This is an optimization exercise on Yosys and OpenROAD, whose aim is small area, a short achievable clock period and few clock cycles per item, not a production implementation.
Only simulation tests tie the RTL to the original design; equivalence was not proved.

// Final
module Final(
    rst_n,
    clk,
    in_valid,
    weight_valid,
    I,
    W,
    out_valid,
    OUT
);
clock: 10.0 ns
lec_check: 0
cap_margin: 20
core_margin: 2
core_utilization: 40
setup_slack_margin: 4
slew_margin: 20
synth_hierarchical: 1
standard.sh (not shown) runs the stock make flow with config.mk's settings and CLKGATE_MAP_FILE= SYNTH_SCRIPT=/design/flow/synth_recipe.tcl, a recipe that flattens the netlist after the stock synthesis.
==> flow/flow/run.sh <==
#!/bin/bash
# Own layout flow: the standard flow (standard.sh, unchanged synthesis and
# steps) with
#  - port buffers made from the small sky130_fd_sc_hd__buf_1 instead of the
#    default delay buffer;
#  - clock tree synthesis without dummy loads and with smaller clock buffers.
# The make output goes to standard_flow.log here; ORFS keeps each step's log
# under orfs/logs.
set -euo pipefail
export BUFFER_PORTS_ARGS="-buffer_cell sky130_fd_sc_hd__buf_1"
export CTS_ARGS="-sink_clustering_enable -repair_clock_nets -dont_use_dummy_load -buf_list {sky130_fd_sc_hd__clkbuf_8} -root_buf sky130_fd_sc_hd__clkbuf_16"
bash standard.sh > standard_flow.log 2>&1
Testbench counts at the start, summed over its fixed seeds: cycles 3,200, items 3,200.
==> next run, changes <==
--- a/flow/flow/run.sh
+++ b/flow/flow/run.sh
@@ -11 +11 @@
-export CTS_ARGS="-sink_clustering_enable -repair_clock_nets -dont_use_dummy_load -buf_list {sky130_fd_sc_hd__clkbuf_8} -root_buf sky130_fd_sc_hd__clkbuf_16"
+export CTS_ARGS="-sink_clustering_enable -repair_clock_nets -dont_use_dummy_load -buf_list {sky130_fd_sc_hd__clkbuf_8 sky130_fd_sc_hd__clkbuf_16} -root_buf sky130_fd_sc_hd__clkbuf_16"
The new run produced a clean layout.
Via count drops by 0.31%.
Setup slack is worse by 0.022 ns.
Non-clock buffer count shrinks by 4.
==> next run, changes <==
--- a/flow/flow/run.sh
+++ b/flow/flow/run.sh
@@ -11 +11 @@
-export CTS_ARGS="-sink_clustering_enable -repair_clock_nets -dont_use_dummy_load -buf_list {sky130_fd_sc_hd__clkbuf_8 sky130_fd_sc_hd__clkbuf_16} -root_buf sky130_fd_sc_hd__clkbuf_16"
+export CTS_ARGS="-sink_clustering_enable -sink_buffer_max_cap_derate 0.8 -repair_clock_nets -dont_use_dummy_load -buf_list {sky130_fd_sc_hd__clkbuf_4 sky130_fd_sc_hd__clkbuf_8} -root_buf sky130_fd_sc_hd__clkbuf_8"
After rerunning:
- The new run completed without violations
- global-route usage decreases by 0.11 points
- register-to-register slack got worse by 0.07 ns
- worst hold slack is better by 0.0057 ns
- design area came out lower slightly
- first-iteration DRC count is higher slightly
- setup slack gets better by 0.029 ns
==> next run, changes <==
--- a/flow/flow/run.sh
+++ b/flow/flow/run.sh
@@ -11 +11 @@
-export CTS_ARGS="-sink_clustering_enable -sink_buffer_max_cap_derate 0.8 -repair_clock_nets -dont_use_dummy_load -buf_list {sky130_fd_sc_hd__clkbuf_4 sky130_fd_sc_hd__clkbuf_8} -root_buf sky130_fd_sc_hd__clkbuf_8"
+export CTS_ARGS="-sink_clustering_enable -sink_buffer_max_cap_derate 0.6 -repair_clock_nets -dont_use_dummy_load -buf_list {sky130_fd_sc_hd__clkbuf_4 sky130_fd_sc_hd__clkbuf_8} -root_buf sky130_fd_sc_hd__clkbuf_8"
Effect:
- The new run completed without violations
- clock-buffer cell count does not change
- final cell count is unchanged
- die area stays the same

Another version of the RTL of Final (not shown whole).
Size: roughly 270 I/O pins, roughly 0.019 mm2 of cells after synthesis.
// Final
module Final(
    rst_n,
    clk,
    in_valid,
    weight_valid,
    I,
    W,
    out_valid,
    OUT
);
    input rst_n;
    input clk;
    input in_valid;
    input weight_valid;
    input [127:0] I;
    input [127:0] W;
    output reg out_valid;
    output [12:0] OUT;
  reg  [127:0] weight;
  wire [127:0] wn = weight_valid ? W : weight;
  always @(posedge clk or negedge rst_n)
    if (~rst_n) weight <= 128'd0;
    else        weight <= wn;
  always @(posedge clk or negedge rst_n)
    if (~rst_n) out_valid <= 1'b0;
    else        out_valid <= in_valid;
  wire [511:0] pp;
  reg [61:0] cs;
  wire s0;
  wire c1;
  wire s2;
  wire c3;
  wire s4;
  wire c5;
  wire s6;
  wire c7;
  wire s8;
  wire c9;
  wire s10;
  wire c11;
  wire s12;
  wire c13;
  wire s14;
  wire c15;
  wire s16;
  wire c17;
  wire s18;
  wire c19;
  wire s20;
  wire c21;
  wire s22;
  wire c23;
  wire s24;
  wire c25;
  wire s26;
  wire c27;
  wire s28;
  wire c29;
  wire s30;
  wire c31;
  wire s32;
  wire c33;
  wire s34;
  wire c35;
  wire s36;
  wire c37;
  wire s38;
  wire c39;
  wire s40;
  wire c41;
  wire s42;
  wire c43;
  wire s44;
  wire c45;
  wire s46;
  wire c47;
  wire s48;
  wire c49;
  wire s50;
  wire c51;
  wire s52;
  wire c53;
  wire s54;
  wire c55;
  wire s56;
  wire c57;
  wire s58;
  wire c59;
  wire s60;
  wire c61;
  wire s62;
  wire c63;
  wire s64;
  wire c65;
  wire s66;
  wire c67;
  wire s68;
  wire c69;
  wire s70;
  wire c71;
  wire s72;
  ...
==> flow/config.mk <==
export PLATFORM = sky130hd
export DESIGN_NAME = Final
export DESIGN_NICKNAME = Final
export VERILOG_FILES = /design/flow/design.v
export SDC_FILE = /design/flow/constraint.sdc
export NUM_CORES = 4
export LEC_CHECK = 0
export CAP_MARGIN = 20
export CORE_MARGIN = 2
export CORE_UTILIZATION = 40
export SETUP_SLACK_MARGIN = 4.2
export SLEW_MARGIN = 20
export SYNTH_HIERARCHICAL = 1
==> flow/constraint.sdc <==
create_clock -name core_clock -period 10.0 [get_ports {clk}]
set_input_delay 2.0000 -clock core_clock [delete_from_list [all_inputs] [get_ports {clk}]]
set_output_delay 2.0000 -clock core_clock [all_outputs]
set_load 0.01 [all_outputs]
==> flow/flow/run.sh <==
#!/bin/bash
# Own layout flow: the standard flow (standard.sh, unchanged synthesis and
# steps) with
#  - port buffers made from the small sky130_fd_sc_hd__buf_1 instead of the
#    default delay buffer;
#  - clock tree synthesis without dummy loads and with smaller clock buffers.
# The make output goes to standard_flow.log here; ORFS keeps each step's log
# under orfs/logs.
set -euo pipefail
export BUFFER_PORTS_ARGS="-buffer_cell sky130_fd_sc_hd__buf_1"
export CTS_ARGS="-sink_clustering_enable -repair_clock_nets -dont_use_dummy_load -buf_list {sky130_fd_sc_hd__clkbuf_4 sky130_fd_sc_hd__clkbuf_8} -root_buf sky130_fd_sc_hd__clkbuf_8"
bash standard.sh > standard_flow.log 2>&1
The first run finished clean.
Testbench counts at the start, summed over its fixed seeds: cycles 3,200, items 3,200.
==> next run, changes <==
==> flow/run.sh (new file) <==
#!/bin/bash
# synth_recipe.tcl (not shown) runs the flow's synth.tcl, then flattens the netlist and writes it again
# the make line also repeats each setting of config.mk as NAME=value (left out here)
make -C /OpenROAD-flow-scripts/flow DESIGN_CONFIG=/design/flow/config.mk WORK_HOME=/design/flow/orfs CLKGATE_MAP_FILE= SYNTH_SCRIPT=/design/flow/synth_recipe.tcl finish
- SETUP_SLACK_MARGIN: 4.2 -> 5
removed: flow/flow/run.sh
removed: flow/standard.sh
=> The changed run completed with no timing, DRC or antenna violations. Synthesized area does not change. Cell area rises by about 15%. Critical path depth does not change. Cell count rises by 2.3%. Die area is unchanged. Global-route usage rises by 0.98 points.
==> next run, changes <==
==> flow/flow/run.sh (new file) <==
#!/bin/bash
# Own layout flow: the standard flow (standard.sh, unchanged synthesis and
# steps) with
#  - port buffers made from the small sky130_fd_sc_hd__buf_1 instead of the
#    default delay buffer;
#  - clock tree synthesis without dummy loads and with smaller clock buffers.
# The make output goes to standard_flow.log here; ORFS keeps each step's log
# under orfs/logs.
set -euo pipefail
export BUFFER_PORTS_ARGS="-buffer_cell sky130_fd_sc_hd__buf_1"
export CTS_ARGS="-sink_clustering_enable -sink_clustering_size 14 -repair_clock_nets -dont_use_dummy_load -buf_list {sky130_fd_sc_hd__clkbuf_4 sky130_fd_sc_hd__clkbuf_8} -root_buf sky130_fd_sc_hd__clkbuf_8"
bash standard.sh > standard_flow.log 2>&1
==> flow/standard.sh (new file) <==
#!/bin/bash
# synth_recipe.tcl (not shown) runs the flow's synth.tcl, then flattens the netlist and writes it again
# the make line also repeats each setting of config.mk as NAME=value (left out here)
make -C /OpenROAD-flow-scripts/flow DESIGN_CONFIG=/design/flow/config.mk WORK_HOME=/design/flow/orfs CLKGATE_MAP_FILE= SYNTH_SCRIPT=/design/flow/synth_recipe.tcl "${@:-finish}"
- SETUP_SLACK_MARGIN: 5 -> 4
removed: flow/run.sh
Outcome: Sequential share of layout area came out higher by 3.8 points; design area came out lower by about a fifth; setup slack loses 170 ps; cell count decreases by a few percent; synthesized cell count does not change; synthesized area stays the same; routed wire length decreases by a little under a tenth; fmax fell by a few percent.
==> next run, changes <==
--- a/flow/flow/run.sh
+++ b/flow/flow/run.sh
@@ -11 +11 @@
-export CTS_ARGS="-sink_clustering_enable -sink_clustering_size 14 -repair_clock_nets -dont_use_dummy_load -buf_list {sky130_fd_sc_hd__clkbuf_4 sky130_fd_sc_hd__clkbuf_8} -root_buf sky130_fd_sc_hd__clkbuf_8"
+export CTS_ARGS="-sink_clustering_enable -repair_clock_nets -dont_use_dummy_load -buf_list {sky130_fd_sc_hd__clkbuf_4 sky130_fd_sc_hd__clkbuf_8} -root_buf sky130_fd_sc_hd__clkbuf_8"
Outcome: Final area does not change; wire length does not change; die area is unchanged.

Setup of run A:
Another version of the RTL of Final (not shown whole).
Size in the first run: about 1400 cells after synthesis, about 190 flip-flops, about 270 I/O pins, roughly 0.018 mm2 of cells after synthesis.
export LEC_CHECK = 0
export CAP_MARGIN = 20
export CORE_MARGIN = 2
export CORE_UTILIZATION = 40
export SETUP_SLACK_MARGIN = 3.9
export SLEW_MARGIN = 20
export SYNTH_HIERARCHICAL = 1
create_clock -name core_clock -period 10.0 [get_ports {clk}]
==> flow/flow/run.sh <==
#!/bin/bash
# Own layout flow: the standard flow (standard.sh, unchanged synthesis and
# steps) with
#  - port buffers made from the small sky130_fd_sc_hd__buf_1 instead of the
#    default delay buffer;
#  - clock tree synthesis without dummy loads and with smaller clock buffers.
# The make output goes to standard_flow.log here; ORFS keeps each step's log
# under orfs/logs.
set -euo pipefail
export BUFFER_PORTS_ARGS="-buffer_cell sky130_fd_sc_hd__buf_1"
export CTS_ARGS="-sink_clustering_enable -repair_clock_nets -dont_use_dummy_load -buf_list {sky130_fd_sc_hd__clkbuf_4 sky130_fd_sc_hd__clkbuf_8} -root_buf sky130_fd_sc_hd__clkbuf_8"
bash standard.sh > standard_flow.log 2>&1
Run A went all the way through synthesis, placement and routing and the layout is clean on timing, DRC and antenna.
Testbench counts of run A, summed over its fixed seeds: cycles 3,200, items 3,200.
--- input diff run A..run B ---
- a change of SETUP_SLACK_MARGIN from 3.9 to 4.1
==> comparison <==
Of run A and run B, the run reporting the higher worst setup slack was run A.
Final area: run B > run A
For the instance area after placement, run B came in 450 um2 higher than run A did.
Arrival time of the worst setup path | run B above run A
For run C, these inputs were changed with respect to run B:
- swapping 4.1 for 3.9 in SETUP_SLACK_MARGIN
- swapping 40 for 50 in CORE_UTILIZATION
- Comparing area of the placeable core for run C and run B, the smaller number came from run C.
- Comparing global routing usage on met3 for run C and run B, the bigger number came from run C.
- Compared with run B, in run C number of buffers inserted during clock tree synthesis ~0 delta; routed length on met3 +150 um; number of vias after detailed routing -185.
- Looking at wire length across run C and run B, the one that comes out lower is run C.
#### Input delta (run D over run C)
- PLACE_DENSITY: unset -> 0.75
- CORE_UTILIZATION: 50 -> 40
### Flow results
Run D vs. run C: post-route core utilization fell 11 points, worst hold margin rose 0.0054 ns.
Run D vs. run C: routed wire length went up by 6.1%.
Compared with run C, in run D area overhead of the layout relative to synthesis climbed 1.0 points, clock network area share comparable, number of cells on the worst reg-to-reg path roughly the same, sequential share of layout area now smaller.

RTL: one of the versions met above, not the one the previous note started from.
Size in the first run: ~1,400 cells after synthesis, ~190 flip-flops, ~270 I/O pins, about 19,000 um2 of cells after synthesis.
Settings: LEC_CHECK=0, CAP_MARGIN=20, CORE_MARGIN=2, CORE_UTILIZATION=40, SETUP_SLACK_MARGIN=4, SLEW_MARGIN=20, SYNTH_HIERARCHICAL=1; clock period 10.0 ns.
==> flow/flow/run.sh <==
#!/bin/bash
# Own layout flow: the standard flow (standard.sh, unchanged synthesis and
# steps) with the port buffers made from the small sky130_fd_sc_hd__buf_1
# instead of the default delay buffer. Each tool's output goes to a log here.
set -euo pipefail
export BUFFER_PORTS_ARGS="-buffer_cell sky130_fd_sc_hd__buf_1"
bash standard.sh > standard_flow.log 2>&1
Testbench counts at the start, summed over its fixed seeds: cycles 3,200, items 3,200.
Rerun with:
- SETUP_SLACK_MARGIN: 4 -> 4.5
The new run finished clean.
Sequential share of layout area falls by 1.5 points.
Cell count rises by 0.68%.
Design area rises by 7.9%.
Worst hold slack loses 0.0076 ns.
Rerun with:
==> flow/flow/run.sh (replaced) <==
#!/bin/bash
# Own layout flow: the standard flow (standard.sh, unchanged synthesis and
# steps) with
#  - port buffers made from the small sky130_fd_sc_hd__buf_1 instead of the
#    default delay buffer;
#  - clock tree synthesis without dummy loads and with smaller clock buffers.
# The make output goes to standard_flow.log here; ORFS keeps each step's log
# under orfs/logs.
set -euo pipefail
export BUFFER_PORTS_ARGS="-buffer_cell sky130_fd_sc_hd__buf_1"
export CTS_ARGS="-sink_clustering_enable -repair_clock_nets -dont_use_dummy_load -buf_list {sky130_fd_sc_hd__clkbuf_8 sky130_fd_sc_hd__clkbuf_16} -root_buf sky130_fd_sc_hd__clkbuf_16"
bash standard.sh > standard_flow.log 2>&1
- ABC_CLOCK_PERIOD_IN_PS: unset -> 2000
- SETUP_SLACK_MARGIN: 4.5 -> 4
Core utilization fell by 4.1 points.
Worst setup slack is worse by 0.13 ns.
Cell count fell by 1.3%.
Global-route usage fell by 2.5 points.
Rerun with:
- ABC_CLOCK_PERIOD_IN_PS: 2000 -> unset
Result:
- global-route usage stays the same
- first-iteration DRC count does not change
- worst setup slack does not change
- hold slack does not change
- via count stays the same
Rerun with:
==> flow/flow/run.sh (replaced) <==
#!/bin/bash
# Own layout flow: the standard flow (standard.sh, unchanged synthesis and
# steps) with the port buffers made from the small sky130_fd_sc_hd__buf_1
# instead of the default delay buffer. Each tool's output goes to a log here.
set -euo pipefail
export BUFFER_PORTS_ARGS="-buffer_cell sky130_fd_sc_hd__buf_1"
bash standard.sh > standard_flow.log 2>&1
- SETUP_SLACK_MARGIN: 4 -> 3.0
=>
- setup slack loses 0.80 ns
- worst hold slack gains 0.014 ns
- register-to-register slack loses 0.17 ns
- final area is lower by 1.5%
- critical path depth stays the same
- wire length is lower by 3.2%
- flip-flop and latch count does not change
- synthesized cell count does not change
- final cell count barely changes

-- what the ideal ports hide --
The results above use ideal ports. As a check the final layouts listed here were re-extracted and re-timed, cells and wires unchanged. Step 1 assumes that a clkbuf_16 drives the clock port and a buf_2 every other input. Step 2 also shifts input and output timing later by t, the mid clock arrival at the registers, as if the neighbouring blocks saw the same clock. Slacks: ideal ports / drivers / drivers and shift; pairs: ideal ports / drivers.
| run | t, ns | slack for setup (ns) | worst hold slack (ns) |
|---|---|---|---|
| the first run of note 1 | 0.512 | 4.044 / 3.864 / 3.351 | 0.513 / 0.513 / 0.513 |
| the second run of note 1 | 0.549 | 4.022 / 3.892 / 3.342 | 0.510 / 0.510 / 0.510 |
| the third run of note 1 | 0.625 | 4.051 / 3.909 / 3.284 | 0.516 / 0.516 / 0.516 |
| the fourth run of note 1 | 0.625 | 4.051 / 3.909 / 3.284 | 0.516 / 0.516 / 0.516 |
| the first run of note 2 | 0.556 | 4.137 / 3.960 / 3.404 | 0.525 / 0.525 / 0.525 |
| the second run of note 2 | 0.534 | 4.214 / 3.931 / 3.396 | 0.532 / 0.532 / 0.532 |
| the third run of note 2 | 0.574 | 4.044 / 3.918 / 3.344 | 0.537 / 0.537 / 0.537 |
| the fourth run of note 2 | 0.574 | 4.044 / 3.918 / 3.344 | 0.537 / 0.537 / 0.537 |
| run A | 0.615 | 4.004 / 3.846 / 3.231 | 0.530 / 0.530 / 0.530 |
| run B | 0.609 | 3.944 / 3.893 / 3.357 | 0.510 / 0.510 / 0.510 |
| run C | 0.551 | 3.989 / 3.808 / 3.257 | 0.528 / 0.528 / 0.528 |
| run D | 0.604 | 3.955 / 3.853 / 3.249 | 0.534 / 0.534 / 0.534 |
| the first run of note 4 | 0.532 | 4.063 / 3.870 / 3.339 | 0.539 / 0.539 / 0.539 |
| the second run of note 4 | 0.565 | 4.170 / 4.040 / 3.475 | 0.532 / 0.532 / 0.532 |
| the third run of note 4 | 0.516 | 4.036 / 3.843 / 3.327 | 0.534 / 0.534 / 0.534 |
| the fourth run of note 4 | 0.516 | 4.036 / 3.843 / 3.327 | 0.534 / 0.534 / 0.534 |
| the fifth run of note 4 | 0.532 | 3.235 / 3.267 / 2.735 | 0.548 / 0.548 / 0.548 |
After both steps every run listed still meets setup and hold. For the second run of note 2, which loses most, drivers alone change the setup slack by -0.283 ns; drivers and shift together by -0.818 ns.
